This is an optimization exercise on Yosys and OpenROAD, whose aim is small area, not a production implementation. In this exercise RTL edits were held to simulation tests only and were not proved equivalent to the original.

==> flow/design.v (outline; a module is shown in full before it is edited, if it fits) <==
// module CPA_R0: 34 lines
// module PE_R0: 255 lines
// module CPA_R1: 34 lines
// module PE_R1: 255 lines
// module CPA_R2: 34 lines
// module PE_R2: 255 lines
// module CPA_R3: 34 lines
// module PE_R3: 255 lines
// module FA: 4 lines
// module HA: 4 lines
// module AN2: 3 lines
// module ND2: 3 lines
// module NR2: 3 lines
// module OR2: 3 lines
// module XOR2: 3 lines
// module XNR2: 3 lines
// module INV: 3 lines
// module MUXI: 3 lines
// module MUXN: 3 lines
// module MUXM: 3 lines
// module Mesh: 94 lines
module Mesh(
  input         clock,
  input  [7:0]  io_in_a_0_0,
  input  [7:0]  io_in_a_1_0,
  input  [7:0]  io_in_a_2_0,
  input  [7:0]  io_in_a_3_0,
  input  [7:0]  io_in_d_0_0,
  input  [7:0]  io_in_d_1_0,
  input  [7:0]  io_in_d_2_0,
  input  [7:0]  io_in_d_3_0,
  input  [15:0] io_in_b_0_0,
  input  [15:0] io_in_b_1_0,
  input  [15:0] io_in_b_2_0,
  input  [15:0] io_in_b_3_0,
  input         io_in_control_0_0_propagate,
  input         io_in_control_1_0_propagate,
  input         io_in_control_2_0_propagate,
  input         io_in_control_3_0_propagate,
  output [15:0] io_out_c_0_0,
  output [15:0] io_out_c_1_0,
  output [15:0] io_out_c_2_0,
  output [15:0] io_out_c_3_0
);
  // ...
==> flow/run.sh <==
#!/bin/bash
# synth_recipe.tcl (not shown) runs the flow's synth.tcl, then flattens the netlist and writes it again
# the make line also repeats each setting of config.mk as NAME=value (left out here)
make -C /OpenROAD-flow-scripts/flow DESIGN_CONFIG=/design/flow/config.mk WORK_HOME=/design/flow/orfs CLKGATE_MAP_FILE= SYNTH_SCRIPT=/design/flow/synth_recipe.tcl finish
==> flow/config.mk <==
export PLATFORM = sky130hd
export DESIGN_NAME = Mesh
export DESIGN_NICKNAME = Mesh
export VERILOG_FILES = /design/flow/design.v
export SDC_FILE = /design/flow/constraint.sdc
export NUM_CORES = 4
export LEC_CHECK = 0
export CAP_MARGIN = 20
export CORE_MARGIN = 2
export CORE_UTILIZATION = 40
export CTS_BUF_LIST = sky130_fd_sc_hd__clkbuf_8
export CTS_CLUSTER_DIAMETER = 40
export CTS_CLUSTER_SIZE = 16
export PLACE_DENSITY = 0.6
export SLEW_MARGIN = 20
export SYNTH_HIERARCHICAL = 1
==> flow/constraint.sdc <==
create_clock -name core_clock -period 5.2 [get_ports {clock}]
set_input_delay 1.0400 -clock core_clock [delete_from_list [all_inputs] [get_ports {clock}]]
set_output_delay 1.0400 -clock core_clock [all_outputs]
set_load 0.01 [all_outputs]
==> run_results.csv, run 1 <==
group,metric,value,unit
status,status,"no timing/DRC/antenna violations",
clock_network,cts.path.max_buffers,3,
sta,period_needed,4.54,ns
logic_synthesis,dominantRegCellSynth,"sky130_fd_sc_hd__dfxtp_1",
grt,globalRouteMet1Util,25.0,%
sta,final.setup.worst_slack,0.659,ns
critical_path,most_frequent_cell_on_the_critical_path,"sky130_fd_sc_hd__fa_1",
die,chipWidth,388,um
detailed_routing,firstDrtPassIters,5,
detailed_routing,post_drt_via_cell_ratio,4.88,
final_layout,largest_register,"row.col.d_r",
worst_hold_path,hold-path-endpoint,"out_2[4]",
sta,hold_ws,0.296,ns
grt,largest_net_degree_at_the_start_of_global_routing,34,
final_layout,final_cells,7503,
clock_network,cts_resized,0,
logic_synthesis,postSynthAreaPerCell,11.3,um2
critical_path,timing.rr.end,"row[2].col[2].genblk3.genblk1.pe.u.sh[14]",
final_layout,num-nonclk-buffers,228,
clock_network,ctsHoldBuffers,0,
logic_synthesis,ffs_w_async_s_r_synth,0,%
placement,placed_cell_area,62400,um2
critical_path,critical_path.endpoint_type,"flop",
detailed_routing,initialDrtViolationCount,2036,
worst_hold_path,hold-path-cell-count,0,
grt,global_route.peak_usage_layer,"met2",
sta,maxSlewViolCount,0,
logic_synthesis,synth_cells,5216,
worst_hold_path,timing.hold.worst.start,"row[3].col[2].genblk3.genblk1.pe.u.sh[4]",
clock_network,cts_num_sinks,1104,
sta,final-setup-viol-count,0,
==> run 2: changes to the inputs <==
--- a/flow/config.mk
+++ b/flow/config.mk
@@ -8,9 +8,9 @@
 export CAP_MARGIN = 20
 export CORE_MARGIN = 2
 export CORE_UTILIZATION = 40
-export CTS_BUF_LIST = sky130_fd_sc_hd__clkbuf_8
-export CTS_CLUSTER_DIAMETER = 40
-export CTS_CLUSTER_SIZE = 16
+export CTS_BUF_LIST = sky130_fd_sc_hd__clkbuf_8 sky130_fd_sc_hd__clkbuf_16
+export CTS_CLUSTER_DIAMETER = 50
+export CTS_CLUSTER_SIZE = 20
 export PLACE_DENSITY = 0.6
 export SLEW_MARGIN = 20
 export SYNTH_HIERARCHICAL = 1
==> run 2 against run 1 <==
Sequential share of layout area is 0.13 points lower. Critical path type unchanged. Utilization rose by 0.18 points. Die area unchanged. Register-to-register slack about the same. Critical endpoint is now row[1].col[3].genblk3.pe.u.sh[15]. Non-clock buffer count shrank 1. Setup slack worse by 0.0065 ns. Via count shrank 1.1%.
==> run_results.csv, run 2 <==
group,metric,value,unit
status,status,"no timing/DRC/antenna violations",
sta,fmax,0.220,GHz
clock_network,cts_num_sinks,1104,
detailed_routing,dr_total_vias,36177,
critical_path,critical_path_arrival,5.12,ns
logic_synthesis,postSynthRegisterBits,1104,
logic_synthesis,postSynthAreaPerCell,11.3,um2
critical_path,critical_path_required,5.78,ns
logic_synthesis,yosysWarningCount,11,
clock_network,cts_resized,0,
detailed_routing,postRouteAntennaNets,0,
final_layout,layout_common_cells,"1104 x sky130_fd_sc_hd__dfxtp_1, 848 x sky130_fd_sc_hd__nand2_1, 848 x sky130_fd_sc_hd__fa_1",
logic_synthesis,yosys_top_cell_area_share,37.5,%
detailed_routing,firstDrtPassIters,6,
critical_path,crit_fanout,9,
critical_path,most_frequent_cell_on_the_critical_path,"sky130_fd_sc_hd__fa_1",
sta,worst_clock_skew,0.0290,ns
grt,largest_net_degree_at_the_start_of_global_routing,34,
grt,vias_in_the_first_global_route,39026,
die,placement_rows,140,
sta,finalSetupTns,0,ns
logic_synthesis,synthTopCellsByArea,"sky130_fd_sc_hd__dfxtp_1 38%, sky130_fd_sc_hd__fa_1 29%, sky130_fd_sc_hd__nand2_1 5.4%",
placement,detailed_place_hpwl,99500,um
logic_synthesis,synth_enable_flop_cells,0,
placement,port-buffer-count,196,
critical_path,worst-r2r-setup-slack,0.65,ns
sta,maxSlewViolCount,0,
sta,final.setup.worst_slack,0.653,ns
logic_synthesis,synthesis.area,58900,um2
die,chipWidth,388,um
logic_synthesis,yosys-top-cells-count,"1104 x sky130_fd_sc_hd__dfxtp_1, 848 x sky130_fd_sc_hd__fa_1, 848 x sky130_fd_sc_hd__nand2_1",
final_layout,synthToLayoutAreaGrowth,13.1,%
sta,hold_ws,0.307,ns
final_layout,fin_nets,6378,
grt,number_of_antenna_violations_at_the_first_check_in_global_routing,1,
detailed_routing,post_drt_via_cell_ratio,4.88,
logic_synthesis,yosys.cell_types.count,25,
logic_synthesis,synth_sequential_area_ratio,37.5,%
logic_synthesis,dominantRegCellSynth,"sky130_fd_sc_hd__dfxtp_1",
grt,grtUsageTotal,17.6,%
logic_synthesis,ffs_w_async_s_r_synth,0,%
clock_network,h-tree-depth,3,
die,core_region_area,146000,um2
critical_path,start_kind,"flop",
final_layout,largest_register,"row.col.d_r",
logic_synthesis,synthesis.nets,6197,
final_layout,number_of_flip_flops_under_the_largest_register_name,256,
clock_network,cts-root-buf,"sky130_fd_sc_hd__clkbuf_16",
clock_network,cts.path.max_buffers,3,
critical_path,crit_type,"reg2reg",
logic_synthesis,synth_cells,5216,
detailed_routing,finalWirelength,129000,um
die,io_pins,197,
grt,grt_pass1_wl,213000,um
critical_path,crit_path_max_incr_delay,0.63,ns
clock_network,clkSlewWorstSetupHoldPaths,0.08,ns
final_layout,mostFrequentLayoutCell,"sky130_fd_sc_hd__dfxtp_1",
sta,period_needed,4.55,ns
placement,dp_slack,0.665,ns
critical_path,critical_path.endpoint_type,"flop",
final_layout,finished_cell_area,66600,um2
sta,relSlewSlack,28.6,%
worst_hold_path,path_category_of_the_worst_min_delay_check,"reg2reg",
critical_path,crit_path_cell_trace,"nand2_1, fa_1, fa_1, fa_1, fa_1, or2_1, xor2_1, a21oi_1, o21ai_1, nor3_1, a21oi_1, xor2_1, o22ai_1",
clock_network,post_cts_buffers,0,
die,dieArea,150000,um2
clock_network,ctsHoldBuffers,0,
clock_network,clock_latency_late_sink,0.74,ns
sta,final_min_period_over_clock_period,87.4,%
detailed_routing,route.detailed.drc,0,
final_layout,layout_cell_share_with_drive_strength_beyond_1,5.55,%
sta,finalHoldViolations,0,
die,initial_utilization,40.3,%
critical_path,timing.critical_path.buf_inv,0,
sta,rsz0062_at_grt,"no",
placement,gp_congestion,0.834,
flow_run,drv_cap,0,
die,chipHeight,388,um
logic_synthesis,synth_most_common_cell,"sky130_fd_sc_hd__dfxtp_1",
logic_synthesis,synth_area_leader_cell,"sky130_fd_sc_hd__dfxtp_1",
critical_path,cp_slowest_cell,"sky130_fd_sc_hd__dfxtp_1",
clock_network,tritoncts,"yes",
grt,leftover_overflow_at_the_end_of_global_routing,0,
sta,final-setup-viol-count,0,
placement,placed_cell_area,62400,um2
detailed_routing,initialDrtViolationCount,2068,
detailed_routing,wl_per_cell,17.4,um
critical_path,worst_path_dominant_cell_family,"adder cells",
clock_network,tritoncts.num_buffers,112,
final_layout,fill_cells,13402,
sta,worst-slew-pin-transition,1.07,ns
-- run 2: cell counts after synthesis --
Identical to the previous run, type by type.
-- run 2: area by class of cell --
type,instances,area (um2),share of cell area [%]
Sequential cell,1104,22100,33.2
Timing Repair Buffer,227,2190,3.30
Clock buffer,117,2870,4.31
Inverter,112,420,0.631
Clock inverter,97,1320,1.98
Multi-Input combinational cell,3840,35300,53.0
Tap cell,1917,2400,3.60
Antenna cell,1,2.50,0.00376
-- run 2: stage by stage --
step | instances | util, %
detailed placement | 7200 | 42.8
global placement | 7200 | 42.8
floorplan | 5216 | -
CTS | 7414 | 45.6
finish | 7415 | 45.6
global route | 7415 | 45.6
-- run 2: worst register-to-register path: cells and delay by family (launching register included) --
family / cells / cell delay (ns)
XOR/XNOR: 2 / 0.58
AND/OR/NAND/NOR: 3 / 0.52
flip-flops: 1 / 0.63
AO/OA/AOI/OAI: 4 / 0.70
adder cells (fa/ha/maj): 4 / 1.98
-- run 2: modules after synthesis (local to each module, per instance), excerpt --
module / cell area [um2] / times used / cells
CPA_R0: 245 / 4 / 40
CPA_R2: 245 / 4 / 40
FA: 20.0 / 848 / 1
MUXI: 6.26 / 304 / 1
ND2: 3.75 / 816 / 1
PE_R0: 641 / 4 / 32
PE_R3: 641 / 4 / 32
XNR2: 8.76 / 344 / 1
XOR2: 8.76 / 248 / 1
-- run 2: cell families after synthesis --
family                     synth area share (%)
muxes                                      1.36
and+or+nand+nor                            13.1
adders and majority gates                  28.8
xor gates and xnor gates                   8.81
AOI/OAI and AO/OA                          7.58
DFF                                        37.5
buffers and inverters                      2.75
-- run 2: worst paths after layout --
kind,startpoint,end,cells past startpoint
setup / recovery,row[1].col[3].b_r[6],row[1].col[3].genblk3.pe.u.sh[15],13
hold / removal,row[2].col[0].genblk3.genblk1.pe.u.sh[4],row[3].col[0].d_r[4],0
setup reg to reg,row[1].col[3].b_r[6],row[1].col[3].genblk3.pe.u.sh[15],13
hold reg to reg,row[2].col[0].genblk3.genblk1.pe.u.sh[4],row[3].col[0].d_r[4],0
-- run 2: routing by layer --
layer / GRT usage, % / up-vias / routed length, um
met4: 5.63 / 0 / 3450
met1: 25.1 / 17967 / 61400
li1: - / 17257 / -
met5: 0 / - / 0
met2: 27.5 / 773 / 58400
met3: 2.40 / 180 / 5600
==> run 3: changes to the inputs <==
==> flow/flow/run.sh (new file) <==
#!/bin/bash
# Layout with the standard flow (standard synthesis unchanged), with two
# changes: the port buffers are the smallest buffer cell, and clock tree
# synthesis inserts no dummy load cells.
set -euo pipefail
CTS="-sink_clustering_enable -repair_clock_nets -sink_clustering_size 16 -sink_clustering_max_diameter 40 -buf_list sky130_fd_sc_hd__clkbuf_8 -dont_use_dummy_load"
bash standard.sh \
  "BUFFER_PORTS_ARGS=-buffer_cell sky130_fd_sc_hd__buf_1" \
  "CTS_ARGS=$CTS" \
  finish > flow.log 2>&1
==> flow/standard.sh (new file) <==
#!/bin/bash
# synth_recipe.tcl (not shown) runs the flow's synth.tcl, then flattens the netlist and writes it again
# the make line also repeats each setting of config.mk as NAME=value (left out here)
make -C /OpenROAD-flow-scripts/flow DESIGN_CONFIG=/design/flow/config.mk WORK_HOME=/design/flow/orfs CLKGATE_MAP_FILE= SYNTH_SCRIPT=/design/flow/synth_recipe.tcl "${@:-finish}"
--- a/flow/config.mk
+++ b/flow/config.mk
@@ -8,9 +8,9 @@
 export CAP_MARGIN = 20
 export CORE_MARGIN = 2
 export CORE_UTILIZATION = 40
-export CTS_BUF_LIST = sky130_fd_sc_hd__clkbuf_8 sky130_fd_sc_hd__clkbuf_16
-export CTS_CLUSTER_DIAMETER = 50
-export CTS_CLUSTER_SIZE = 20
+export CTS_BUF_LIST = sky130_fd_sc_hd__clkbuf_8
+export CTS_CLUSTER_DIAMETER = 40
+export CTS_CLUSTER_SIZE = 16
 export PLACE_DENSITY = 0.6
 export SLEW_MARGIN = 20
 export SYNTH_HIERARCHICAL = 1
removed: flow/run.sh
==> run 3 against run 2 <==
Still clean on timing, DRC and antenna. Setup slack worse by 0.026 ns. Maximum frequency fell by 0.57%. Sequential cell count is the same. Clock-buffer cell count increased by 40. Hold slack got worse by 0.073 ns. Critical endpoint is now row[3].col[1].genblk3.genblk1.pe.u.sh[15]. Largest cell class unchanged. Highest routed layer unchanged.
==> run_results.csv, run 3 <==
group,metric,value,unit
sta,final_min_period_over_clock_period,87.9,%
final_layout,mostFrequentLayoutCell,"sky130_fd_sc_hd__dfxtp_1",
clock_network,ctsHoldBuffers,0,
final_layout,synthToLayoutAreaGrowth,7.53,%
sta,worst-slew-pin-transition,1.03,ns
critical_path,critical_path.endpoint_type,"flop",
logic_synthesis,postSynthAreaPerCell,11.3,um2
die,initial_utilization,40.3,%
clock_network,clkSlewWorstSetupHoldPaths,0.10,ns
logic_synthesis,dominantRegCellSynth,"sky130_fd_sc_hd__dfxtp_1",
logic_synthesis,synthTopCellsByArea,"sky130_fd_sc_hd__dfxtp_1 38%, sky130_fd_sc_hd__fa_1 29%, sky130_fd_sc_hd__nand2_1 5.4%",
clock_network,post_cts_buffers,0,
sta,period_needed,4.57,ns
die,core_region_area,146000,um2
sta,final-setup-viol-count,0,
logic_synthesis,synth_cells,5216,
critical_path,crit_type,"reg2reg",
sta,fmax,0.219,GHz
critical_path,most_frequent_cell_on_the_critical_path,"sky130_fd_sc_hd__fa_1",
grt,grt_pass1_wl,212000,um
final_layout,layout_cell_share_with_drive_strength_beyond_1,4.58,%
logic_synthesis,synth_most_common_cell,"sky130_fd_sc_hd__dfxtp_1",
clock_network,cts-root-buf,"sky130_fd_sc_hd__clkbuf_8",
critical_path,worstSetupStartpoint,"row[3].col[1].a_r[2]",
final_layout,layout_common_cells,"1104 x sky130_fd_sc_hd__dfxtp_1, 848 x sky130_fd_sc_hd__nand2_1, 848 x sky130_fd_sc_hd__fa_1",
detailed_routing,wl_per_cell,17.6,um
sta,finalSetupTns,0,ns
detailed_routing,finalWirelength,129000,um
die,placement_rows,140,
detailed_routing,initialDrtViolationCount,2029,
critical_path,crit_path_max_incr_delay,0.62,ns
grt,leftover_overflow_at_the_end_of_global_routing,0,
placement,port-buffer-count,196,
clock_network,cts_resized,0,
placement,detailed_place_hpwl,99600,um
logic_synthesis,yosysWarningCount,11,
logic_synthesis,yosys.cell_types.count,25,
final_layout,fill_cells,13707,
detailed_routing,post_drt_via_cell_ratio,4.91,
grt,vias_in_the_first_global_route,38633,
detailed_routing,firstDrtPassIters,5,
worst_hold_path,hold-path-cell-count,1,
sta,maxSlewViolCount,0,
critical_path,timing.critical_path.to,"row[3].col[1].genblk3.genblk1.pe.u.sh[15]",
die,io_pins,197,
die,chipWidth,388,um
die,dieArea,150000,um2
sta,finalHoldViolations,0,
sta,rsz0062_at_grt,"no",
logic_synthesis,postSynthRegisterBits,1104,
worst_hold_path,path_category_of_the_worst_min_delay_check,"in2reg",
logic_synthesis,synth_sequential_area_ratio,37.5,%
critical_path,critical_path_arrival,5.32,ns
sta,relSlewSlack,31.0,%
detailed_routing,postRouteAntennaNets,0,
final_layout,final_util,43.4,%
critical_path,critical_path_required,5.94,ns
clock_network,cts_num_sinks,1104,
critical_path,r2r-start,"row[3].col[1].a_r[2]",
critical_path,timing.rr.end,"row[3].col[1].genblk3.genblk1.pe.u.sh[15]",
critical_path,worst-r2r-setup-slack,0.63,ns
logic_synthesis,synth_enable_flop_cells,0,
critical_path,crit_fanout,9,
final_layout,largest_register,"row.col.d_r",
grt,number_of_antenna_violations_at_the_first_check_in_global_routing,4,
logic_synthesis,synthesis.nets,6197,
final_layout,number_of_flip_flops_under_the_largest_register_name,256,
clock_network,h-tree-depth,4,
grt,largest_net_degree_at_the_start_of_global_routing,34,
flow_run,drv_cap,0,
sta,worst_clock_skew,0.110,ns
worst_hold_path,timing.hold.worst.start,"io_in_b_1_0[13]",
grt,grtUsageTotal,17.6,%
detailed_routing,dr_total_vias,36155,
status,status,"no timing/DRC/antenna violations",
logic_synthesis,ffs_w_async_s_r_synth,0,%
clock_network,cts.path.max_buffers,3,
final_layout,fin_nets,6420,
logic_synthesis,synthesis.area,58900,um2
die,chipHeight,388,um
clock_network,tritoncts,"yes",
clock_network,tritoncts.num_buffers,157,
logic_synthesis,yosys-top-cells-count,"1104 x sky130_fd_sc_hd__dfxtp_1, 848 x sky130_fd_sc_hd__fa_1, 848 x sky130_fd_sc_hd__nand2_1",
clock_network,clock_latency_late_sink,0.89,ns
critical_path,cp_slowest_cell,"sky130_fd_sc_hd__dfxtp_1",
critical_path,crit_path_cell_trace,"nand2_1, fa_1, fa_1, fa_1, fa_1, or2_1, xor2_1, a21oi_1, o21ai_1, nor3_1, a21oi_1, xor2_1, o22ai_1",
placement,gp_congestion,0.837,
detailed_routing,route.detailed.drc,0,
logic_synthesis,synth_area_leader_cell,"sky130_fd_sc_hd__dfxtp_1",
logic_synthesis,yosys_top_cell_area_share,37.5,%
critical_path,start_kind,"flop",
critical_path,worst-r2r-cell-count,13,
## run 3: cell counts after synthesis
Identical to the previous run, type by type.
## run 3: worst min path at each step
| stage | end | slack [ns] |
|---|---|---|
| after detailed placement | out_2[7] | 0.31 |
| after global routing | row[0].col[1].d_r[10] | 0.14 |
| after floorplan | out_0[0] | 0.31 |
| after CTS | row[0].col[0].b_r[2] | 0.11 |
| final | row[0].col[1].d_r[13] | 0.23 |
| after global placement | row[3].col[3].d_r[12] | 0.31 |
## run 3: routing by layer
layer	global-route usage (%)	up-vias	part of all wire, %
met3	2.95	231	4.3
met4	6.14	0	3.0
met1	25.3	17927	48
li1	-	17204	-
met5	0	-	0
met2	26.9	793	45
## run 3: kinds of logic after synthesis
group / synth area share (%)
buf+inv: 2.75
mux: 1.36
flops: 37.5
fa+ha+maj: 28.8
simple gates: 13.1
compound gates: 7.58
xor+xnor: 8.81
## run 3: critical path, delay by kind of cell, from the launching register on
kind / cells / cell delay (ns)
fa+ha+maj: 4 / 2.02
compound gates: 4 / 0.73
flops: 1 / 0.62
xor+xnor: 2 / 0.58
simple gates: 3 / 0.50
## run 3: through the flow
step	hold slack [ns]	setup WS, ns	instances	area, um2
after floorplan	0.310	1.19	5216	58900
final	0.234	0.627	7358	63300
after CTS	0.107	0.647	7354	63300
after global routing	0.141	0.277	7358	63300
after global placement	0.311	0.719	7197	61100
after detailed placement	0.312	0.654	7197	61100
## run 3: area by class of cell
cell class                      count  area (um2)  share of cell area, %
Inverter                          112         420                  0.664
Tap cell                         1917        2400                   3.79
Multi-Input combinational cell   3840       35300                   55.7
Antenna cell                        4        10.0                 0.0158
Clock buffer                      157        2160                   3.41
Timing Repair Buffer              224         946                   1.49
Sequential cell                  1104       22100                   34.9
## run 3: modules after synthesis, one instance, submodules excluded, a selection
module	cells	cell area [um2]	flops+latches
Mesh	592	11900	592
PE_R3	32	641	32
PE_R1	32	641	32
PE_R0	32	641	32
CPA_R1	40	245	0
CPA_R0	40	245	0
CPA_R2	40	245	0
CPA_R3	40	245	0
MUXM	2	13.8	0
XOR2	1	8.76	0
MUXN	1	8.76	0
MUXI	1	6.26	0
AN2	1	6.26	0
ND2	1	3.75	0

-- re-timing with driven ports --
The results above use ideal ports. As a check the final layouts listed here were re-extracted and re-timed, cells and wires unchanged. Step 1 assumes that a clkbuf_16 drives the clock port and a buf_2 every other input. Step 2 moves the port delays by t, midway between the first and last clock arrival at a register: inputs arrive t later, outputs are due t later. That takes back most of the time a late clock gives input paths. a / b / c = no drivers / after step 1 / after step 2; a / b = the first two.
run | shift t [ns] | slack for setup (ns) | latest minus earliest clock arrival (ns) | worst register clock-pin slew, ns | worst data-port slew with drivers (ns)
run 1 | 0.977 | 0.659 / 0.659 / 0.659 | 0.056 / 0.056 | 0.10 / 0.10 | 0.09
run 2 | 0.804 | 0.653 / 0.653 / 0.653 | 0.035 / 0.036 | 0.08 / 0.08 | 0.08
run 3 | 0.916 | 0.627 / 0.627 / 0.627 | 0.127 / 0.127 | 0.10 / 0.10 | 0.10
After both steps every run listed still meets setup and hold.
